This design comes from an exercise in tuning for small area on the open sky130 flow, not from production work. Function was checked by simulation only, so behaviour that the tests miss may differ from the original.

<file path="design/flow/config.mk">
export PLATFORM = sky130hd
export DESIGN_NAME = rgb_to_ycrcb
export DESIGN_NICKNAME = rgb_to_ycrcb
export VERILOG_FILES = /design/flow/design.v
export SDC_FILE = /design/flow/constraint.sdc
export NUM_CORES = 4
export LEC_CHECK = 0
export CAP_MARGIN = 20
export CORE_MARGIN = 2
export CORE_UTILIZATION = 70
export PLACE_DENSITY = 0.8
export SLEW_MARGIN = 20
export SYNTH_HIERARCHICAL = 1
export SYNTH_MINIMUM_KEEP_SIZE = 0
</file>
<file path="design/flow/constraint.sdc">
create_clock -name core_clock -period 5.0 [get_ports {clk}]
set_input_delay 1.0000 -clock core_clock [delete_from_list [all_inputs] [get_ports {clk}]]
set_output_delay 1.0000 -clock core_clock [all_outputs]
set_load 0.01 [all_outputs]
</file>
<file path="design/flow/design.v">
module rgb_to_ycrcb(input clk,
	input [7:0] r,
	input [7:0] g,
	input [7:0] b,
	output [7:0] y,
	output [7:0] cr,
	output [7:0] cb);
reg w1_212;
reg w1_213;
reg w1_214;
reg w1_215;
reg w1_216;
reg w1_217;
reg w1_218;
reg w1_219;
reg w1_220;
reg w1_221;
reg w1_222;
reg w1_223;
reg w1_224;
reg w1_225;
reg w1_226;
reg w1_227;
reg r1_244;
reg r1_245;
reg r1_246;
reg r1_247;
reg r1_248;
reg r1_249;
reg r1_250;
reg r1_251;
reg b1_252;
reg b1_253;
reg b1_254;
reg b1_255;
reg b1_256;
reg b1_257;
reg b1_258;
reg b1_259;
reg y2_317;
reg y2_318;
reg y2_319;
reg y2_320;
reg y2_321;
reg y2_322;
reg y2_323;
reg y2_324;
reg wl2_325;
reg wl2_326;
reg wl2_327;
reg wl2_328;
reg wl2_329;
reg wl2_330;
reg wl2_331;
reg dh2_332;
reg dh2_333;
reg dh2_334;
reg dh2_335;
reg dh2_336;
reg dh2_337;
reg dh2_338;
reg dh2_339;
reg dh2_340;
reg eh2_341;
reg eh2_342;
reg eh2_343;
reg eh2_344;
reg eh2_345;
reg eh2_346;
reg eh2_347;
reg eh2_348;
reg eh2_349;
reg cr3_642;
reg cr3_643;
reg cr3_644;
reg cr3_645;
reg cr3_646;
reg cr3_647;
reg cr3_648;
reg cr3_649;
reg cb3_650;
reg cb3_651;
reg cb3_652;
reg cb3_653;
reg cb3_654;
reg cb3_655;
reg cb3_656;
reg cb3_657;
reg y3_658;
reg y3_659;
reg y3_660;
reg y3_661;
reg y3_662;
reg y3_663;
reg y3_664;
reg y3_665;
wire s1;
wire c2;
wire s3;
wire c4;
wire s5;
wire c6;
wire s7;
wire c8;
wire s9;
wire c10;
wire s11;
wire c12;
wire s13;
wire c14;
wire s15;
wire c16;
wire s17;
wire c18;
wire s19;
wire c20;
wire s21;
wire c22;
wire s23;
wire c24;
wire s25;
wire c26;
wire s27;
wire c28;
wire s29;
wire c30;
wire s31;
wire c32;
wire s33;
wire c34;
wire s35;
wire c36;
wire s37;
wire c38;
wire s39;
wire c40;
wire s41;
wire c42;
wire s43;
wire c44;
wire s45;
wire c46;
wire s47;
wire c48;
wire s49;
wire c50;
wire s51;
wire c52;
wire s53;
wire c54;
wire s55;
wire c56;
wire s57;
wire c58;
wire s59;
wire c60;
wire s61;
wire c62;
wire s63;
wire c64;
wire s65;
wire c66;
wire s67;
wire c68;
wire s69;
wire c70;
wire s71;
wire c72;
wire s73;
wire c74;
wire s75;
wire c76;
wire s77;
wire c78;
wire s79;
wire c80;
wire s81;
wire c82;
wire s83;
wire c84;
wire s85;
wire c86;
wire s87;
wire c88;
wire s89;
wire c90;
wire s91;
wire c92;
wire s93;
wire c94;
wire s95;
wire c96;
wire s97;
wire c98;
wire s99;
wire c100;
wire s101;
wire c102;
wire s103;
wire c104;
wire s105;
wire c106;
wire s107;
wire c108;
wire s109;
wire c110;
wire s111;
wire c112;
wire p113;
wire p114;
wire p115;
wire p116;
wire p117;
wire p118;
wire p119;
wire p120;
wire p121;
wire p122;
wire p123;
wire p124;
wire p125;
wire p126;
wire p127;
wire p128;
wire p129;
wire p130;
wire p131;
wire p132;
wire p133;
wire p134;
wire p135;
wire p136;
wire p137;
wire p138;
wire q139;
wire g140;
wire q141;
wire g142;
wire q143;
wire g144;
wire q145;
wire g146;
wire q147;
wire g148;
wire q149;
wire g150;
wire q151;
wire g152;
wire q153;
wire g154;
wire q155;
wire g156;
wire q157;
wire g158;
wire q159;
wire g160;
wire q161;
wire g162;
wire q163;
wire g164;
wire q165;
wire g166;
wire q167;
wire g168;
wire q169;
wire g170;
wire q171;
wire g172;
wire q173;
wire g174;
wire q175;
wire g176;
wire q177;
wire g178;
wire q179;
wire g180;
wire q181;
wire o182;
wire o183;
wire o184;
wire o185;
wire o186;
wire o187;
wire o188;
wire o189;
wire o190;
wire o191;
wire o192;
wire o193;
wire o194;
wire o195;
wire i196;
wire i197;
wire i198;
wire i199;
wire i200;
wire i201;
wire i202;
wire i203;
wire i204;
wire i205;
wire i206;
wire i207;
wire i208;
wire i209;
wire i210;
wire i211;
wire i228;
wire i229;
wire i230;
wire i231;
wire i232;
wire i233;
wire i234;
wire i235;
wire i236;
wire i237;
wire i238;
wire i239;
wire i240;
wire i241;
wire i242;
wire i243;
wire l260;
wire o261;
wire l262;
wire o263;
wire l264;
wire o265;
wire l266;
wire o267;
wire l268;
wire o269;
wire l270;
wire o271;
wire i272;
wire s273;
wire c274;
wire s275;
wire c276;
wire s277;
wire c278;
wire s279;
wire c280;
wire s281;
wire c282;
wire s283;
wire c284;
wire s285;
wire c286;
wire s287;
wire c288;
wire s289;
wire c290;
wire s291;
wire c292;
wire s293;
wire c294;
wire s295;
wire c296;
wire s297;
wire c298;
wire s299;
wire c300;
wire s301;
wire c302;
wire s303;
wire c304;
wire s305;
wire c306;
wire s307;
wire c308;
wire y309;
wire y310;
wire y311;
wire y312;
wire y313;
wire y314;
wire y315;
wire y316;
wire i350;
wire i351;
wire i352;
wire i353;
wire i354;
wire i355;
wire i356;
wire i357;
wire i358;
wire i359;
wire i360;
wire i361;
wire i362;
wire i363;
wire i364;
wire i365;
wire s366;
wire c367;
wire s368;
wire c369;
wire s370;
wire c371;
wire s372;
wire c373;
wire s374;
wire c375;
wire s376;
wire c377;
wire s378;
wire c379;
wire s380;
wire c381;
wire s382;
wire c383;
wire s384;
wire c385;
wire s386;
wire c387;
wire s388;
wire c389;
wire s390;
wire c391;
wire s392;
wire c393;
wire s394;
wire c395;
wire s396;
wire c397;
wire s398;
wire c399;
wire s400;
wire c401;
wire s402;
wire c403;
wire s404;
wire c405;
wire s406;
wire c407;
wire s408;
wire c409;
wire s410;
wire c411;
wire s412;
wire c413;
wire s414;
wire c415;
wire s416;
wire c417;
wire s418;
wire c419;
wire s420;
wire c421;
wire s422;
wire c423;
wire s424;
wire c425;
wire p426;
wire p427;
wire p428;
wire p429;
wire p430;
wire p431;
wire p432;
wire p433;
wire p434;
wire p435;
wire p436;
wire p437;
wire p438;
wire p439;
wire p440;
wire p441;
wire p442;
wire p443;
wire p444;
wire p445;
wire p446;
wire p447;
wire p448;
wire p449;
wire p450;
wire p451;
wire p452;
wire p453;
wire p454;
wire p455;
wire p456;
wire p457;
wire p458;
wire p459;
wire p460;
wire p461;
wire p462;
wire p463;
wire p464;
wire p465;
wire p466;
wire p467;
wire g468;
wire q469;
wire g470;
wire q471;
wire g472;
wire q473;
wire g474;
wire q475;
wire g476;
wire q477;
wire g478;
wire q479;
wire g480;
wire q481;
wire g482;
wire q483;
wire g484;
wire q485;
wire g486;
wire q487;
wire g488;
wire q489;
wire g490;
wire q491;
wire g492;
wire q493;
wire g494;
wire q495;
wire g496;
wire q497;
wire g498;
wire q499;
wire g500;
wire q501;
wire g502;
wire q503;
wire g504;
wire q505;
wire g506;
wire q507;
wire g508;
wire q509;
wire g510;
wire q511;
wire g512;
wire q513;
wire g514;
wire q515;
wire g516;
wire q517;
wire g518;
wire q519;
wire g520;
wire q521;
wire g522;
wire q523;
wire g524;
wire q525;
wire g526;
wire q527;
wire g528;
wire q529;
wire g530;
wire q531;
wire g532;
wire q533;
wire g534;
wire q535;
wire o536;
wire o537;
wire o538;
wire o539;
wire o540;
wire o541;
wire o542;
wire o543;
wire i544;
wire i545;
wire i546;
wire i547;
wire p548;
wire p549;
wire p550;
wire p551;
wire p552;
wire p553;
wire p554;
wire p555;
wire p556;
wire p557;
wire p558;
wire p559;
wire p560;
wire p561;
wire p562;
wire p563;
wire p564;
wire p565;
wire p566;
wire p567;
wire p568;
wire p569;
wire p570;
wire p571;
wire p572;
wire p573;
wire p574;
wire p575;
wire p576;
wire p577;
wire p578;
wire p579;
wire q580;
wire q581;
wire g582;
wire q583;
wire g584;
wire q585;
wire g586;
wire q587;
wire g588;
wire q589;
wire g590;
wire q591;
wire g592;
wire q593;
wire g594;
wire q595;
wire q596;
wire g597;
wire q598;
wire g599;
wire q600;
wire g601;
wire q602;
wire g603;
wire q604;
wire g605;
wire q606;
wire g607;
wire q608;
wire g609;
wire q610;
wire g611;
wire q612;
wire g613;
wire q614;
wire g615;
wire q616;
wire g617;
wire q618;
wire q619;
wire g620;
wire q621;
wire g622;
wire q623;
wire g624;
wire q625;
wire g626;
wire q627;
wire g628;
wire q629;
wire g630;
wire q631;
wire g632;
wire q633;
wire o634;
wire o635;
wire o636;
wire o637;
wire o638;
wire o639;
wire o640;
wire o641;
add2 u_s1 (.a(r[3]), .b(r[2]), .s(s1), .co(c2));
add3 u_s3 (.a(r[4]), .b(r[3]), .c(r[0]), .s(s3), .co(c4));
add2 u_s5 (.a(g[5]), .b(g[4]), .s(s5), .co(c6));
add3 u_s7 (.a(r[5]), .b(r[4]), .c(r[1]), .s(s7), .co(c8));
add3 u_s9 (.a(g[6]), .b(g[5]), .c(g[3]), .s(s9), .co(c10));
add2 u_s11 (.a(g[0]), .b(b[5]), .s(s11), .co(c12));
add3 u_s13 (.a(r[6]), .b(r[5]), .c(r[2]), .s(s13), .co(c14));
add3 u_s15 (.a(g[7]), .b(g[6]), .c(g[4]), .s(s15), .co(c16));
add3 u_s17 (.a(g[1]), .b(b[6]), .c(b[3]), .s(s17), .co(c18));
add3 u_s19 (.a(r[7]), .b(r[6]), .c(r[3]), .s(s19), .co(c20));
add3 u_s21 (.a(g[7]), .b(g[5]), .c(g[2]), .s(s21), .co(c22));
add2 u_s23 (.a(b[7]), .b(b[4]), .s(s23), .co(c24));
add3 u_s25 (.a(r[7]), .b(r[4]), .c(g[6]), .s(s25), .co(c26));
add2 u_s27 (.a(r[1]), .b(r[0]), .s(s27), .co(c28));
add3 u_s29 (.a(r[2]), .b(r[1]), .c(g[3]), .s(s29), .co(c30));
add2 u_s31 (.a(g[2]), .b(g[0]), .s(s31), .co(c32));
add3 u_s33 (.a(g[4]), .b(g[3]), .c(g[1]), .s(s33), .co(c34));
add3 u_s35 (.a(b[3]), .b(b[0]), .c(s1), .s(s35), .co(c36));
add3 u_s37 (.a(g[2]), .b(b[4]), .c(b[1]), .s(s37), .co(c38));
add3 u_s39 (.a(c2), .b(s5), .c(s3), .s(s39), .co(c40));
add3 u_s41 (.a(b[2]), .b(c6), .c(s11), .s(s41), .co(c42));
add3 u_s43 (.a(c4), .b(s7), .c(s9), .s(s43), .co(c44));
add3 u_s45 (.a(c12), .b(c8), .c(c10), .s(s45), .co(c46));
add3 u_s47 (.a(s13), .b(s15), .c(s17), .s(s47), .co(c48));
add3 u_s49 (.a(s23), .b(c14), .c(c16), .s(s49), .co(c50));
add3 u_s51 (.a(c18), .b(s19), .c(s21), .s(s51), .co(c52));
add3 u_s53 (.a(g[3]), .b(b[5]), .c(c24), .s(s53), .co(c54));
add3 u_s55 (.a(c20), .b(c22), .c(s25), .s(s55), .co(c56));
add3 u_s57 (.a(r[5]), .b(g[7]), .c(g[4]), .s(s57), .co(c58));
add2 u_s59 (.a(b[6]), .b(c26), .s(s59), .co(c60));
add2 u_s61 (.a(r[6]), .b(g[5]), .s(s61), .co(c62));
add2 u_s63 (.a(r[0]), .b(g[1]), .s(s63), .co(c64));
add3 u_s65 (.a(g[2]), .b(g[1]), .c(b[1]), .s(s65), .co(c66));
add3 u_s67 (.a(b[2]), .b(c28), .c(s31), .s(s67), .co(c68));
add3 u_s69 (.a(c32), .b(c30), .c(s33), .s(s69), .co(c70));
add3 u_s71 (.a(c34), .b(s37), .c(c36), .s(s71), .co(c72));
add3 u_s73 (.a(c38), .b(s41), .c(c40), .s(s73), .co(c74));
add3 u_s75 (.a(c42), .b(c44), .c(s45), .s(s75), .co(c76));
add3 u_s77 (.a(c46), .b(c48), .c(s49), .s(s77), .co(c78));
add3 u_s79 (.a(s53), .b(c50), .c(c52), .s(s79), .co(c80));
add3 u_s81 (.a(s57), .b(c54), .c(s59), .s(s81), .co(c82));
add3 u_s83 (.a(b[7]), .b(s61), .c(c58), .s(s83), .co(c84));
add2 u_s85 (.a(r[7]), .b(g[6]), .s(s85), .co(c86));
add2 u_s87 (.a(g[0]), .b(b[0]), .s(s87), .co(c88));
add3 u_s89 (.a(c64), .b(s27), .c(s65), .s(s89), .co(c90));
add3 u_s91 (.a(c66), .b(s29), .c(s67), .s(s91), .co(c92));
add3 u_s93 (.a(c68), .b(s35), .c(s69), .s(s93), .co(c94));
add3 u_s95 (.a(c70), .b(s39), .c(s71), .s(s95), .co(c96));
add3 u_s97 (.a(s43), .b(c72), .c(s73), .s(s97), .co(c98));
add3 u_s99 (.a(s47), .b(c74), .c(s75), .s(s99), .co(c100));
add3 u_s101 (.a(s51), .b(c76), .c(s77), .s(s101), .co(c102));
add3 u_s103 (.a(s55), .b(c78), .c(s79), .s(s103), .co(c104));
add3 u_s105 (.a(c56), .b(s81), .c(c80), .s(s105), .co(c106));
add3 u_s107 (.a(c60), .b(s83), .c(c82), .s(s107), .co(c108));
add3 u_s109 (.a(c62), .b(s85), .c(c84), .s(s109), .co(c110));
add2 u_s111 (.a(g[7]), .b(c86), .s(s111), .co(c112));
assign p113 = s63 ^ s87;
assign p114 = s63 & s87;
assign p115 = s89 ^ c88;
assign p116 = s89 & c88;
assign p117 = s91 ^ c90;
assign p118 = s91 & c90;
assign p119 = s93 ^ c92;
assign p120 = s93 & c92;
assign p121 = s95 ^ c94;
assign p122 = s95 & c94;
assign p123 = s97 ^ c96;
assign p124 = s97 & c96;
assign p125 = s99 ^ c98;
assign p126 = s99 & c98;
assign p127 = s101 ^ c100;
assign p128 = s101 & c100;
assign p129 = s103 ^ c102;
assign p130 = s103 & c102;
assign p131 = s105 ^ c104;
assign p132 = s105 & c104;
assign p133 = s107 ^ c106;
assign p134 = s107 & c106;
assign p135 = s109 ^ c108;
assign p136 = s109 & c108;
assign p137 = s111 ^ c110;
assign p138 = s111 & c110;
assign q139 = p113 & g[0];
assign g140 = p118 | (p117 & p116);
assign q141 = p117 & p115;
assign g142 = p122 | (p121 & p120);
assign q143 = p121 & p119;
assign g144 = p126 | (p125 & p124);
assign q145 = p125 & p123;
assign g146 = p130 | (p129 & p128);
assign q147 = p129 & p127;
assign g148 = p134 | (p133 & p132);
assign q149 = p133 & p131;
assign g150 = p138 | (p137 & p136);
assign q151 = p137 & p135;
assign g152 = g140 | (q141 & p114);
assign q153 = q141 & q139;
assign g154 = g144 | (q145 & g142);
assign q155 = q145 & q143;
assign g156 = g148 | (q149 & g146);
assign q157 = q149 & q147;
assign g158 = g154 | (q155 & g152);
assign q159 = q155 & q153;
assign g160 = g156 | (q157 & g158);
assign q161 = q157 & q159;
assign g162 = g142 | (q143 & g152);
assign q163 = q143 & q153;
assign g164 = g146 | (q147 & g158);
assign q165 = q147 & q159;
assign g166 = g150 | (q151 & g160);
assign q167 = q151 & q161;
assign g168 = p116 | (p115 & p114);
assign q169 = p115 & q139;
assign g170 = p120 | (p119 & g152);
assign q171 = p119 & q153;
assign g172 = p124 | (p123 & g162);
assign q173 = p123 & q163;
assign g174 = p128 | (p127 & g158);
assign q175 = p127 & q159;
assign g176 = p132 | (p131 & g164);
assign q177 = p131 & q165;
assign g178 = p136 | (p135 & g160);
assign q179 = p135 & q161;
assign g180 = 1'b0 | (c112 & g166);
assign q181 = c112 & q167;
assign o182 = p115 ^ p114;
assign o183 = p117 ^ g168;
assign o184 = p119 ^ g152;
assign o185 = p121 ^ g170;
assign o186 = p123 ^ g162;
assign o187 = p125 ^ g172;
assign o188 = p127 ^ g158;
assign o189 = p129 ^ g174;
assign o190 = p131 ^ g164;
assign o191 = p133 ^ g176;
assign o192 = p135 ^ g160;
assign o193 = p137 ^ g178;
assign o194 = c112 ^ g166;
assign o195 = 1'b0 ^ g180;
assign i196 = ~g[0];
assign i197 = ~p113;
assign i198 = ~o182;
assign i199 = ~o183;
assign i200 = ~o184;
assign i201 = ~o185;
assign i202 = ~o186;
assign i203 = ~o187;
assign i204 = ~o188;
assign i205 = ~o189;
assign i206 = ~o190;
assign i207 = ~o191;
assign i208 = ~o192;
assign i209 = ~o193;
assign i210 = ~o194;
assign i211 = ~o195;
always @(posedge clk) w1_212 <= i196;
always @(posedge clk) w1_213 <= i197;
always @(posedge clk) w1_214 <= i198;
always @(posedge clk) w1_215 <= i199;
always @(posedge clk) w1_216 <= i200;
always @(posedge clk) w1_217 <= i201;
always @(posedge clk) w1_218 <= i202;
always @(posedge clk) w1_219 <= i203;
always @(posedge clk) w1_220 <= i204;
always @(posedge clk) w1_221 <= i205;
always @(posedge clk) w1_222 <= i206;
always @(posedge clk) w1_223 <= i207;
always @(posedge clk) w1_224 <= i208;
always @(posedge clk) w1_225 <= i209;
always @(posedge clk) w1_226 <= i210;
always @(posedge clk) w1_227 <= i211;
assign i228 = ~w1_212;
assign i229 = ~w1_213;
assign i230 = ~w1_214;
assign i231 = ~w1_215;
assign i232 = ~w1_216;
assign i233 = ~w1_217;
assign i234 = ~w1_218;
assign i235 = ~w1_219;
assign i236 = ~w1_220;
assign i237 = ~w1_221;
assign i238 = ~w1_222;
assign i239 = ~w1_223;
assign i240 = ~w1_224;
assign i241 = ~w1_225;
assign i242 = ~w1_226;
assign i243 = ~w1_227;
always @(posedge clk) r1_244 <= r[0];
always @(posedge clk) r1_245 <= r[1];
always @(posedge clk) r1_246 <= r[2];
always @(posedge clk) r1_247 <= r[3];
always @(posedge clk) r1_248 <= r[4];
always @(posedge clk) r1_249 <= r[5];
always @(posedge clk) r1_250 <= r[6];
always @(posedge clk) r1_251 <= r[7];
always @(posedge clk) b1_252 <= b[0];
always @(posedge clk) b1_253 <= b[1];
always @(posedge clk) b1_254 <= b[2];
always @(posedge clk) b1_255 <= b[3];
always @(posedge clk) b1_256 <= b[4];
always @(posedge clk) b1_257 <= b[5];
always @(posedge clk) b1_258 <= b[6];
always @(posedge clk) b1_259 <= b[7];
assign l260 = i229 ^ i228;
assign o261 = i229 | i228;
assign l262 = i230 ^ o261;
assign o263 = i230 | o261;
assign l264 = i231 ^ o263;
assign o265 = i231 | o263;
assign l266 = i232 ^ o265;
assign o267 = i232 | o265;
assign l268 = i233 ^ o267;
assign o269 = i233 | o267;
assign l270 = i234 ^ o269;
assign o271 = i234 | o269;
assign i272 = ~o271;
add3 u_s273 (.a(r1_244), .b(w1_219), .c(i272), .s(s273), .co(c274));
add3 u_s275 (.a(r1_245), .b(w1_220), .c(c274), .s(s275), .co(c276));
add3 u_s277 (.a(r1_246), .b(w1_221), .c(c276), .s(s277), .co(c278));
add3 u_s279 (.a(r1_247), .b(w1_222), .c(c278), .s(s279), .co(c280));
add3 u_s281 (.a(r1_248), .b(w1_223), .c(c280), .s(s281), .co(c282));
add3 u_s283 (.a(r1_249), .b(w1_224), .c(c282), .s(s283), .co(c284));
add3 u_s285 (.a(r1_250), .b(w1_225), .c(c284), .s(s285), .co(c286));
add3 u_s287 (.a(r1_251), .b(w1_226), .c(c286), .s(s287), .co(c288));
add2 u_s289 (.a(w1_227), .b(c288), .s(s289), .co(c290));
add3 u_s291 (.a(b1_252), .b(w1_219), .c(i272), .s(s291), .co(c292));
add3 u_s293 (.a(b1_253), .b(w1_220), .c(c292), .s(s293), .co(c294));
add3 u_s295 (.a(b1_254), .b(w1_221), .c(c294), .s(s295), .co(c296));
add3 u_s297 (.a(b1_255), .b(w1_222), .c(c296), .s(s297), .co(c298));
add3 u_s299 (.a(b1_256), .b(w1_223), .c(c298), .s(s299), .co(c300));
add3 u_s301 (.a(b1_257), .b(w1_224), .c(c300), .s(s301), .co(c302));
add3 u_s303 (.a(b1_258), .b(w1_225), .c(c302), .s(s303), .co(c304));
add3 u_s305 (.a(b1_259), .b(w1_226), .c(c304), .s(s305), .co(c306));
add2 u_s307 (.a(w1_227), .b(c306), .s(s307), .co(c308));
assign y309 = i235 | i243;
assign y310 = i236 | i243;
assign y311 = i237 | i243;
assign y312 = i238 | i243;
assign y313 = i239 | i243;
assign y314 = i240 | i243;
assign y315 = i241 | i243;
assign y316 = i242 | i243;
always @(posedge clk) y2_317 <= y309;
always @(posedge clk) y2_318 <= y310;
always @(posedge clk) y2_319 <= y311;
always @(posedge clk) y2_320 <= y312;
always @(posedge clk) y2_321 <= y313;
always @(posedge clk) y2_322 <= y314;
always @(posedge clk) y2_323 <= y315;
always @(posedge clk) y2_324 <= y316;
always @(posedge clk) wl2_325 <= i228;
always @(posedge clk) wl2_326 <= l260;
always @(posedge clk) wl2_327 <= l262;
always @(posedge clk) wl2_328 <= l264;
always @(posedge clk) wl2_329 <= l266;
always @(posedge clk) wl2_330 <= l268;
always @(posedge clk) wl2_331 <= l270;
always @(posedge clk) dh2_332 <= s273;
always @(posedge clk) dh2_333 <= s275;
always @(posedge clk) dh2_334 <= s277;
always @(posedge clk) dh2_335 <= s279;
always @(posedge clk) dh2_336 <= s281;
always @(posedge clk) dh2_337 <= s283;
always @(posedge clk) dh2_338 <= s285;
always @(posedge clk) dh2_339 <= s287;
always @(posedge clk) dh2_340 <= s289;
always @(posedge clk) eh2_341 <= s291;
always @(posedge clk) eh2_342 <= s293;
always @(posedge clk) eh2_343 <= s295;
always @(posedge clk) eh2_344 <= s297;
always @(posedge clk) eh2_345 <= s299;
always @(posedge clk) eh2_346 <= s301;
always @(posedge clk) eh2_347 <= s303;
always @(posedge clk) eh2_348 <= s305;
always @(posedge clk) eh2_349 <= s307;
assign i350 = ~dh2_340;
assign i351 = ~wl2_325;
assign i352 = ~wl2_326;
assign i353 = ~wl2_327;
assign i354 = ~wl2_328;
assign i355 = ~wl2_329;
assign i356 = ~wl2_330;
assign i357 = ~wl2_331;
assign i358 = ~dh2_332;
assign i359 = ~dh2_333;
assign i360 = ~dh2_334;
assign i361 = ~dh2_335;
assign i362 = ~dh2_336;
assign i363 = ~dh2_337;
assign i364 = ~dh2_338;
assign i365 = ~dh2_339;
add2 u_s366 (.a(i352), .b(i355), .s(s366), .co(c367));
add3 u_s368 (.a(wl2_325), .b(i353), .c(i356), .s(s368), .co(c369));
add3 u_s370 (.a(wl2_326), .b(i354), .c(i357), .s(s370), .co(c371));
add3 u_s372 (.a(wl2_327), .b(i355), .c(i358), .s(s372), .co(c373));
add3 u_s374 (.a(wl2_328), .b(i356), .c(i359), .s(s374), .co(c375));
add3 u_s376 (.a(wl2_329), .b(i357), .c(i360), .s(s376), .co(c377));
add3 u_s378 (.a(wl2_330), .b(i358), .c(i361), .s(s378), .co(c379));
add3 u_s380 (.a(wl2_331), .b(i359), .c(i362), .s(s380), .co(c381));
add3 u_s382 (.a(dh2_332), .b(i360), .c(i363), .s(s382), .co(c383));
add3 u_s384 (.a(dh2_340), .b(i361), .c(i364), .s(s384), .co(c385));
add3 u_s386 (.a(dh2_333), .b(i362), .c(i365), .s(s386), .co(c387));
add3 u_s388 (.a(dh2_335), .b(dh2_340), .c(dh2_334), .s(s388), .co(c389));
add2 u_s390 (.a(i352), .b(i354), .s(s390), .co(c391));
add2 u_s392 (.a(i353), .b(i355), .s(s392), .co(c393));
add3 u_s394 (.a(wl2_325), .b(i354), .c(i356), .s(s394), .co(c395));
add3 u_s396 (.a(i357), .b(i351), .c(s366), .s(s396), .co(c397));
add3 u_s398 (.a(i358), .b(c367), .c(s368), .s(s398), .co(c399));
add3 u_s400 (.a(i359), .b(c369), .c(s370), .s(s400), .co(c401));
add3 u_s402 (.a(i360), .b(c371), .c(s372), .s(s402), .co(c403));
add3 u_s404 (.a(i361), .b(c373), .c(s374), .s(s404), .co(c405));
add3 u_s406 (.a(i362), .b(c375), .c(s376), .s(s406), .co(c407));
add3 u_s408 (.a(i363), .b(c377), .c(s378), .s(s408), .co(c409));
add3 u_s410 (.a(i364), .b(c379), .c(s380), .s(s410), .co(c411));
add3 u_s412 (.a(i365), .b(c381), .c(s382), .s(s412), .co(c413));
add3 u_s414 (.a(i359), .b(c383), .c(s384), .s(s414), .co(c415));
add3 u_s416 (.a(i360), .b(c385), .c(s386), .s(s416), .co(c417));
add3 u_s418 (.a(i363), .b(s388), .c(c387), .s(s418), .co(c419));
add3 u_s420 (.a(i364), .b(i362), .c(c389), .s(s420), .co(c421));
add3 u_s422 (.a(dh2_336), .b(i365), .c(i363), .s(s422), .co(c423));
add3 u_s424 (.a(dh2_338), .b(dh2_340), .c(dh2_337), .s(s424), .co(c425));
assign p426 = 1'b1 & i351;
assign p427 = 1'b1 | i351;
assign p428 = i353 & wl2_325;
assign p429 = i353 | wl2_325;
assign p430 = s390 & i351;
assign p431 = s390 | i351;
assign p432 = s392 & c391;
assign p433 = s392 | c391;
assign p434 = s394 & c393;
assign p435 = s394 | c393;
assign p436 = s396 & c395;
assign p437 = s396 | c395;
assign p438 = s398 & c397;
assign p439 = s398 | c397;
assign p440 = s400 & c399;
assign p441 = s400 | c399;
assign p442 = s402 & c401;
assign p443 = s402 | c401;
assign p444 = s404 & c403;
assign p445 = s404 | c403;
assign p446 = s406 & c405;
assign p447 = s406 | c405;
assign p448 = s408 & c407;
assign p449 = s408 | c407;
assign p450 = s410 & c409;
assign p451 = s410 | c409;
assign p452 = s412 ^ c411;
assign p453 = s412 & c411;
assign p454 = s414 ^ c413;
assign p455 = s414 & c413;
assign p456 = s416 ^ c415;
assign p457 = s416 & c415;
assign p458 = s418 ^ c417;
assign p459 = s418 & c417;
assign p460 = s420 ^ c419;
assign p461 = s420 & c419;
assign p462 = s422 ^ c421;
assign p463 = s422 & c421;
assign p464 = s424 ^ c423;
assign p465 = s424 & c423;
assign p466 = dh2_339 ^ c425;
assign p467 = dh2_339 & c425;
assign g468 = 1'b0 | (i352 & p426);
assign q469 = i352 & p427;
assign g470 = p430 | (p431 & p428);
assign q471 = p431 & p429;
assign g472 = p434 | (p435 & p432);
assign q473 = p435 & p433;
assign g474 = p438 | (p439 & p436);
assign q475 = p439 & p437;
assign g476 = p442 | (p443 & p440);
assign q477 = p443 & p441;
assign g478 = p446 | (p447 & p444);
assign q479 = p447 & p445;
assign g480 = p450 | (p451 & p448);
assign q481 = p451 & p449;
assign g482 = p455 | (p454 & p453);
assign q483 = p454 & p452;
assign g484 = p459 | (p458 & p457);
assign q485 = p458 & p456;
assign g486 = p463 | (p462 & p461);
assign q487 = p462 & p460;
assign g488 = g470 | (q471 & g468);
assign q489 = q471 & q469;
assign g490 = g474 | (q475 & g472);
assign q491 = q475 & q473;
assign g492 = g478 | (q479 & g476);
assign q493 = q479 & q477;
assign g494 = g482 | (q483 & g480);
assign q495 = q483 & q481;
assign g496 = g486 | (q487 & g484);
assign q497 = q487 & q485;
assign g498 = g490 | (q491 & g488);
assign q499 = q491 & q489;
assign g500 = g494 | (q495 & g492);
assign q501 = q495 & q493;
assign g502 = g500 | (q501 & g498);
assign q503 = q501 & q499;
assign g504 = g492 | (q493 & g498);
assign q505 = q493 & q499;
assign g506 = g496 | (q497 & g502);
assign q507 = q497 & q503;
assign g508 = g472 | (q473 & g488);
assign q509 = q473 & q489;
assign g510 = g476 | (q477 & g498);
assign q511 = q477 & q499;
assign g512 = g480 | (q481 & g504);
assign q513 = q481 & q505;
assign g514 = g484 | (q485 & g502);
assign q515 = q485 & q503;
assign g516 = p428 | (p429 & g468);
assign q517 = p429 & q469;
assign g518 = p432 | (p433 & g488);
assign q519 = p433 & q489;
assign g520 = p436 | (p437 & g508);
assign q521 = p437 & q509;
assign g522 = p440 | (p441 & g498);
assign q523 = p441 & q499;
assign g524 = p444 | (p445 & g510);
assign q525 = p445 & q511;
assign g526 = p448 | (p449 & g504);
assign q527 = p449 & q505;
assign g528 = p453 | (p452 & g512);
assign q529 = p452 & q513;
assign g530 = p457 | (p456 & g502);
assign q531 = p456 & q503;
assign g532 = p461 | (p460 & g514);
assign q533 = p460 & q515;
assign g534 = p465 | (p464 & g506);
assign q535 = p464 & q507;
assign o536 = p452 ^ g512;
assign o537 = p454 ^ g528;
assign o538 = p456 ^ g502;
assign o539 = p458 ^ g530;
assign o540 = p460 ^ g514;
assign o541 = p462 ^ g532;
assign o542 = p464 ^ g506;
assign o543 = p466 ^ g534;
assign i544 = ~eh2_349;
assign i545 = ~eh2_346;
assign i546 = ~eh2_347;
assign i547 = ~eh2_348;
assign p548 = wl2_325 & wl2_328;
assign p549 = wl2_325 | wl2_328;
assign p550 = wl2_326 & wl2_329;
assign p551 = wl2_326 | wl2_329;
assign p552 = wl2_327 & wl2_330;
assign p553 = wl2_327 | wl2_330;
assign p554 = wl2_328 & wl2_331;
assign p555 = wl2_328 | wl2_331;
assign p556 = wl2_329 & eh2_341;
assign p557 = wl2_329 | eh2_341;
assign p558 = wl2_330 & eh2_342;
assign p559 = wl2_330 | eh2_342;
assign p560 = wl2_331 & eh2_343;
assign p561 = wl2_331 | eh2_343;
assign p562 = eh2_341 & eh2_344;
assign p563 = eh2_341 | eh2_344;
assign p564 = eh2_342 ^ eh2_345;
assign p565 = eh2_342 & eh2_345;
assign p566 = eh2_343 ^ eh2_346;
assign p567 = eh2_343 & eh2_346;
assign p568 = eh2_344 ^ eh2_347;
assign p569 = eh2_344 & eh2_347;
assign p570 = eh2_345 ^ eh2_348;
assign p571 = eh2_345 & eh2_348;
assign p572 = i544 ^ i545;
assign p573 = i544 & i545;
assign p574 = i546 ^ eh2_346;
assign p575 = i546 & eh2_346;
assign p576 = i547 ^ eh2_347;
assign p577 = i547 & eh2_347;
assign p578 = eh2_349 ^ eh2_348;
assign p579 = eh2_349 & eh2_348;
assign q580 = wl2_326 & wl2_325;
assign q581 = p549 & wl2_327;
assign g582 = p552 | (p553 & p550);
assign q583 = p553 & p551;
assign g584 = p556 | (p557 & p554);
assign q585 = p557 & p555;
assign g586 = p560 | (p561 & p558);
assign q587 = p561 & p559;
assign g588 = p565 | (p564 & p562);
assign q589 = p564 & p563;
assign g590 = p569 | (p568 & p567);
assign q591 = p568 & p566;
assign g592 = p573 | (p572 & p571);
assign q593 = p572 & p570;
assign g594 = p577 | (p576 & p575);
assign q595 = p576 & p574;
assign q596 = q581 & q580;
assign g597 = g584 | (q585 & g582);
assign q598 = q585 & q583;
assign g599 = g588 | (q589 & g586);
assign q600 = q589 & q587;
assign g601 = g592 | (q593 & g590);
assign q602 = q593 & q591;
assign g603 = g597 | (q598 & p548);
assign q604 = q598 & q596;
assign g605 = g601 | (q602 & g599);
assign q606 = q602 & q600;
assign g607 = g605 | (q606 & g603);
assign q608 = q606 & q604;
assign g609 = g599 | (q600 & g603);
assign q610 = q600 & q604;
assign g611 = g582 | (q583 & p548);
assign q612 = q583 & q596;
assign g613 = g586 | (q587 & g603);
assign q614 = q587 & q604;
assign g615 = g590 | (q591 & g609);
assign q616 = q591 & q610;
assign g617 = g594 | (q595 & g607);
assign q618 = q595 & q608;
assign q619 = wl2_327 & q580;
assign g620 = p550 | (p551 & p548);
assign q621 = p551 & q596;
assign g622 = p554 | (p555 & g611);
assign q623 = p555 & q612;
assign g624 = p558 | (p559 & g603);
assign q625 = p559 & q604;
assign g626 = p562 | (p563 & g613);
assign q627 = p563 & q614;
assign g628 = p567 | (p566 & g609);
assign q629 = p566 & q610;
assign g630 = p571 | (p570 & g615);
assign q631 = p570 & q616;
assign g632 = p575 | (p574 & g607);
assign q633 = p574 & q608;
assign o634 = p564 ^ g626;
assign o635 = p566 ^ g609;
assign o636 = p568 ^ g628;
assign o637 = p570 ^ g615;
assign o638 = p572 ^ g630;
assign o639 = p574 ^ g607;
assign o640 = p576 ^ g632;
assign o641 = p578 ^ g617;
always @(posedge clk) cr3_642 <= o536;
always @(posedge clk) cr3_643 <= o537;
always @(posedge clk) cr3_644 <= o538;
always @(posedge clk) cr3_645 <= o539;
always @(posedge clk) cr3_646 <= o540;
always @(posedge clk) cr3_647 <= o541;
always @(posedge clk) cr3_648 <= o542;
always @(posedge clk) cr3_649 <= o543;
always @(posedge clk) cb3_650 <= o634;
always @(posedge clk) cb3_651 <= o635;
always @(posedge clk) cb3_652 <= o636;
always @(posedge clk) cb3_653 <= o637;
always @(posedge clk) cb3_654 <= o638;
always @(posedge clk) cb3_655 <= o639;
always @(posedge clk) cb3_656 <= o640;
always @(posedge clk) cb3_657 <= o641;
always @(posedge clk) y3_658 <= y2_317;
always @(posedge clk) y3_659 <= y2_318;
always @(posedge clk) y3_660 <= y2_319;
always @(posedge clk) y3_661 <= y2_320;
always @(posedge clk) y3_662 <= y2_321;
always @(posedge clk) y3_663 <= y2_322;
always @(posedge clk) y3_664 <= y2_323;
always @(posedge clk) y3_665 <= y2_324;
assign y = {y3_665, y3_664, y3_663, y3_662, y3_661, y3_660, y3_659, y3_658};
assign cr = {cr3_649, cr3_648, cr3_647, cr3_646, cr3_645, cr3_644, cr3_643, cr3_642};
assign cb = {cb3_657, cb3_656, cb3_655, cb3_654, cb3_653, cb3_652, cb3_651, cb3_650};
endmodule
module add3(input a, input b, input c, output s, output co);
assign s = a ^ b ^ c;
assign co = (a & b) | (a & c) | (b & c);
endmodule
module add2(input a, input b, output s, output co);
assign s = a ^ b;
assign co = a & b;
endmodule
</file>
<file path="design/flow/flow/run.sh">
#!/bin/bash
bash standard.sh "BUFFER_PORTS_ARGS=-buffer_cell sky130_fd_sc_hd__buf_1" \
  "CTS_ARGS=-sink_clustering_enable -repair_clock_nets -dont_use_dummy_load -buf_list sky130_fd_sc_hd__clkbuf_8 -sink_clustering_size 30" \
  finish > standard.log 2>&1
</file>
<file path="design/flow/standard.sh">
#!/bin/bash
# synth_recipe.tcl (not shown) runs the flow's synth.tcl, then flattens the netlist and writes it again
# the make line also repeats each setting of config.mk as NAME=value (left out here)
make -C /OpenROAD-flow-scripts/flow DESIGN_CONFIG=/design/flow/config.mk WORK_HOME=/design/flow/orfs CLKGATE_MAP_FILE= SYNTH_SCRIPT=/design/flow/synth_recipe.tcl "${@:-finish}"
</file>
==> results.toml, run 1 <==
[timing]
rsz0062_at_grt = "false"
finalClockSkew_ns = 0.0334
setup_tns_ns = 0
setup_viol = 0
slew-limit-headroom_pct = 49.5
finalHoldViolations = 0
timing.final.crit_share_pct = 96.4
drv_slew = 0
worst-slew-pin-transition_ns = 0.749
timing.fmax_mhz = 207
min_period_ns = 4.82

[clock_network]
clk_pin_slew_ns = 0.09
cts_inserted_buffers = 9
cts_setup_buffers = 0
root_buffer = "clkbuf_8"
insertion_delay_ns = 0.36
cts_sinks = 89
cts_tree = "yes"
holdBufCountCts = 0
cts_max_path_buffers = 2
cts-htree-levels = 3

[logic_synthesis]
synth_edf_count = 0
yosys.cell_types.count = 40
synthFlopType = "dfxtp_1"
synth_cells = 426
syn_area_mm2 = 0.00551
ys_seq_area_share_pct = 32.3
ys_ff_latch = 89
yosysTopAreaCell = "fa_1"
synth.area.top_cells = "fa_1 (36%), dfxtp_1 (32%), ha_1 (11%)"
ys_async_sr_fraction_pct = 0
yosysTopAreaCellShare_pct = 36.3
yosysWarnings = 7
avgSynthCellArea_um2 = 12.9
syn-num-nets = 601

[detailed_routing]
vias = 3204
dr.pass1.iters = 4
drt_iter0_drc = 78
drc = 0
viasPerCell = 5.64
wl_per_cell_um = 17.2
final_antenna_net_count = 0
totalWireLength_mm = 9.75

[cells_and_area]
final_core_util_pct = 75.9
stdcell_count = 568
antenna_cells = 0
syn_to_final_growth_pct = 5.95
nets = 643
layout-drive-gt1-share_pct = 5.79

[global_routing]
grt_pass1_vias = 3671
grt_max_degree = 18
grtUsageTotal_pct = 25.6
antenna_found_initial = 0
grt_pass1_wl_mm = 16.7
grt_overflow = 0

[placement]
dp_cells = 559
io_buffers = 48
dp.final_hpwl_mm = 8.22
gp_congestion = 0.817

[critical_path]
crit_top_cell = "ha_1"
critPathSlowestCell = "fa_1"
path_class = "reg2reg"
arrival_ns = 5.05
crit_chain = "ha_1 > ha_1 > ha_1 > ha_1 > ha_1 > ha_2 > fa_2 > fa_2 > fa_2 > fa_1 > fa_1 > fa_1 > fa_2 > fa_1 > ha_1"
start_kind = "flip-flop"
critPathMaxFanout = 2
worstSetupEndpointType = "flip-flop"
worstPathRequired_ns = 5.23
cp_slowest_stage_delay_ns = 0.40

[die]
placementRows = 32
ios = 49
dieArea_mm2 = 0.00860
die_x_um = 92.7
die_y_um = 92.7
coreArea_mm2 = 0.00769
initial_core_util_pct = 71.7

[worst_hold_path]
hp-class = "reg2reg"

[flow_run]
max_cap_viol_count = 0

[run_status]
status = "complete, no violations"
cell usage in the layout, fill, tap and decap left out, types with 3 or more instances in the layout:
cell	instances
ha_1	49
dfxtp_1	89
fa_1	93
clkbuf_8	9
nand2_1	16
xnor2_1	7
buf_4	8
fa_2	7
nor3_1	3
inv_1	39
a211oi_1	3
a21o_1	8
o22ai_1	3
nor2_1	13
nor2b_1	3
xor2_1	9
a22oi_1	3
buf_1	48
o21ai_0	11
a21oi_1	14
cell families after synthesis:
family | count (synthesis) | share of synthesized area [%]
compound gates | 63 | 7.81
buf+inv | 64 | 5.99
fa+ha+maj | 150 | 47.7
simple gates | 44 | 3.63
flops | 89 | 32.3
xor+xnor | 16 | 2.54
cell type report:
class                           instances  area, um2
Multi-Input combinational cell        273       3420
Fill cell                             512       1850
Timing Repair Buffer                   56        240
Inverter                               39        146
Tap cell                              102        128
Sequential cell                        89       1780
Clock buffer                            9        124
modules after synthesis (local to each module, per instance):
module	flops+latches	copies in the design	area, um2
add3	0	87	20.0
add2	0	17	12.5
rgb_to_ycrcb	89	1	3560
critical path: cells and delay by family, from the launching register on:
| kind | cells | cell delay (ns) |
|---|---|---|
| fa+ha+maj | 15 | 4.39 |
| flops | 1 | 0.32 |
cell usage after synthesis, types with 2 or more instances:
library cell and n:
inv_1 39, nor3_1 3, a211oi_1 3, o22ai_1 3, nor2_1 13, nand3_1 2, nand2_1 16, a21oi_1 14
dfxtp_1 89, o211ai_1 2, or4_1 2, a222oi_1 2, xor2_1 9, a31o_1 2, buf_4 24, nor2b_1 3
and3_1 2, a21o_1 8, o22a_1 2, fa_1 100, ha_1 50, a22oi_1 3, a31oi_1 2, o21ai_0 11
xnor2_1 7
per-layer routing:
layer	vias up	global-route usage [%]	share of wire [%]
met1	1625	30.3	40
met5	-	0	0
met4	0	10.5	2.5
li1	1467	-	-
met3	22	3.50	3.5
met2	90	47.0	54
timing repair:
item | 4_1_cts | 5_1_grt
resized for setup | 3 | 5
setup endpoints to repair | 2 | 2
pin swaps | 0 | 0
stage by stage:
stage	setup slack [ns]	hold slack (ns)	cell area [um2]
floorplan	0.232	0.310	5510
global placement	0.110	0.310	5690
detailed placement	-0.0117	0.313	5690
CTS	0.0379	0.319	5830
global route	0.0170	0.326	5840
finish	0.180	0.315	5840
worst paths after layout:
check | start | to | slack [ns] | depth (start not counted)
worst max register to register | w1_212 | dh2_340 | 0.18 | 15
worst min register to register | y2_323 | y3_664 | 0.32 | 0
worst min-delay path | y2_323 | y3_664 | 0.32 | 0
worst max-delay path | w1_212 | dh2_340 | 0.18 | 15
==> inputs of run 2 (changes only) <==
==> design/flow/flow/run.sh (replaced) <==
#!/bin/bash
bash standard.sh "BUFFER_PORTS_ARGS=-buffer_cell sky130_fd_sc_hd__buf_1" \
  "CTS_ARGS=-sink_clustering_enable -repair_clock_nets -dont_use_dummy_load -buf_list {sky130_fd_sc_hd__clkbuf_4 sky130_fd_sc_hd__clkbuf_8} -sink_clustering_size 20" \
  finish > standard.log 2>&1
==> run 2 against run 1 <==
Non-clock buffer count stayed put. Via count stayed put. Core utilization stayed put. Synthesized cell count stayed put. Sequential share of layout area stayed put. Die area stayed put.
==> results.toml, run 2 <==
[logic_synthesis]
yosys.cell_types.count = 40
avgSynthCellArea_um2 = 12.9
yosys-top-cells-count = "fa_1 (100), dfxtp_1 (89), ha_1 (50)"
synth_edf_count = 0
ys_async_sr_fraction_pct = 0
yosysTopAreaCell = "fa_1"
yosysTopAreaCellShare_pct = 36.3
ys_ff_latch = 89
synth.area.top_cells = "fa_1 (36%), dfxtp_1 (32%), ha_1 (11%)"
yosysWarnings = 7
synth_cells = 426
syn-num-nets = 601
synthFlopType = "dfxtp_1"
yosysMostFrequentCell = "fa_1"
ys_seq_area_share_pct = 32.3
syn_area_mm2 = 0.00551

[detailed_routing]
totalWireLength_mm = 9.75
dr.pass1.iters = 4
wl_per_cell_um = 17.2
vias = 3204
final_antenna_net_count = 0
viasPerCell = 5.64
drc = 0
drt_iter0_drc = 78

[critical_path]
reg2reg_from = "w1_212"
crit_chain = "ha_1 > ha_1 > ha_1 > ha_1 > ha_1 > ha_2 > fa_2 > fa_2 > fa_2 > fa_1 > fa_1 > fa_1 > fa_2 > fa_1 > ha_1"
critPathSlowestCell = "fa_1"
cp_slowest_stage_delay_ns = 0.40
start_kind = "flip-flop"
worstPathRequired_ns = 5.23
critPathMaxFanout = 2
path_class = "reg2reg"
path_delay_family = "adder cells"
r2r_end = "dh2_340"
r2r_slack_ns = 0.18
crit_top_cell = "ha_1"
worstRegToRegCells = 15
worstSetupEndpointType = "flip-flop"
cp_num_buf_inv = 0
arrival_ns = 5.05

[cells_and_area]
layout-drive-gt1-share_pct = 5.79
layout_common_cells = "fa_1 (93), dfxtp_1 (89), ha_1 (49)"
syn_to_final_growth_pct = 5.95
nFillCells = 512
mostFrequentLayoutCell = "fa_1"
antenna_cells = 0
nets = 643

[worst_hold_path]
min_from = "y2_323"
hp-class = "reg2reg"
whs_path_depth = 0
whs_endpoint = "y3_664"

[placement]
place_ws_ns = -0.0117
gp_congestion = 0.817
dp.final_hpwl_mm = 8.22
io_buffers = 48

[clock_network]
holdBufCountCts = 0
root_buffer = "clkbuf_8"
cts-htree-levels = 3
cts_inserted_buffers = 9
insertion_delay_ns = 0.36
cts_tree = "yes"
cts_sinks = 89
cts_max_path_buffers = 2
clk_pin_slew_ns = 0.09

[global_routing]
grt_max_degree = 18
antenna_found_initial = 0
grtUsageTotal_pct = 25.6
grt_pass1_vias = 3671
grt_overflow = 0
grt_pass1_wl_mm = 16.7

[flow_run]
max_cap_viol_count = 0

[timing]
drv_slew = 0
finalHoldViolations = 0
slew-limit-headroom_pct = 49.5
worst-slew-pin-transition_ns = 0.749
timing.fmax_mhz = 207
timing.final.crit_share_pct = 96.4
rsz0062_at_grt = "false"
finalClockSkew_ns = 0.0334
min_period_ns = 4.82
setup_viol = 0
setup_ws_ns = 0.180

[die]
coreArea_mm2 = 0.00769
die_y_um = 92.7
dieArea_mm2 = 0.00860
die_x_um = 92.7
initial_core_util_pct = 71.7
placementRows = 32
ios = 49

[run_status]
status = "complete, no violations"
-- run 2: cell counts in the layout (fill, tap and decap cells not counted) --
Identical to the previous run, type by type.
-- run 2: logic make-up (layout without fill, tap and decap cells) --
| logic type | count (synthesis) | after routing | synth area share [%] |
|---|---|---|---|
| xor gates and xnor gates | 16 | 16 | 2.54 |
| adders and majority gates | 150 | 150 | 47.7 |
| buffers and inverters | 64 | 104 | 5.99 |
| and+or+nand+nor | 44 | 44 | 3.63 |
| AOI/OAI and AO/OA | 63 | 63 | 7.81 |
| DFF | 89 | 89 | 32.3 |
-- run 2: how the worst max path moves through the flow --
stage | endpoint | from | cells after the start
after CTS | dh2_340 | w1_212 | 15
after global routing | dh2_340 | w1_212 | 15
after floorplan | dh2_340 | w1_212 | 15
after detailed placement | dh2_340 | w1_212 | 15
after global placement | eh2_349 | w1_212 | 15
final | dh2_340 | w1_212 | 15
-- run 2: what timing repair did --
action	in CTS	in global routing
pin swaps	0	0
endpoints found under the setup margin	2	2
gates resized for setup	3	5
setup buffers	0	0
gates cloned	0	0
-- run 2: layout make-up --
type | instances | area [um2] | share of cell area [%]
timing repair buffer | 56 | 240 | 4.11
multi-input combinational | 273 | 3420 | 58.6
tap | 102 | 128 | 2.19
inverter | 39 | 146 | 2.51
sequential | 89 | 1780 | 30.5
clock buffer | 9 | 124 | 2.12
-- run 2: metal layers --
metal  track usage (%)  routed length, um
met5                 0                  0
met4              10.5                239
met3              3.50                346
met2              47.0               5240
met1              30.3               3930
-- run 2: worst reg2reg max path, delay by kind of cell, from the launching register on --
kind	cells	cell delay, ns
adders and majority gates	15	4.39
DFF	1	0.32
-- run 2: Yosys stat by module, one instance, submodules excluded --
module,cells inside,flip-flops and latches,copies in the design
rgb_to_ycrcb,322,89,1
add3,1,0,87
add2,1,0,17
-- run 2: through the flow --
step	instances	util [%]	hold slack [ns]	setup TNS, ns	area [um2]
final	568	75.9	0.315	0	5840
after global routing	568	75.9	0.326	0	5840
after floorplan	426	-	0.310	0	5510
after global placement	559	74.1	0.310	0	5690
after CTS	568	75.8	0.319	0	5830
after detailed placement	559	74.1	0.313	-0.0117	5690

==> re-timing with driven ports <==
In the flow no input, the clock included, has a driving cell. The finished layouts below were timed again as built, in two steps.
Step 1 sets driving cells, clkbuf_16 on the clock port and buf_2 on the other inputs (assumed; they add their load-dependent delay and slew).
Step 2, shift: input delay + t, output delay - t, t = (earliest + latest rising clock arrival at the registers) / 2. This alone moves slack from input paths to output paths.
Three values: ideal ports, drivers, drivers and shift; two values: the first two.
run	t, ns	setup WS [ns]	worst setup path after step 2	worst slew at a driven data input, ns
run 1	0.371	0.180 / 0.180 / -0.048	input to register	0.04
run 2	0.371	0.180 / 0.180 / -0.048	input to register	0.04
With both steps, setup timing fails in run 1 and run 2, where it was met with ideal ports.
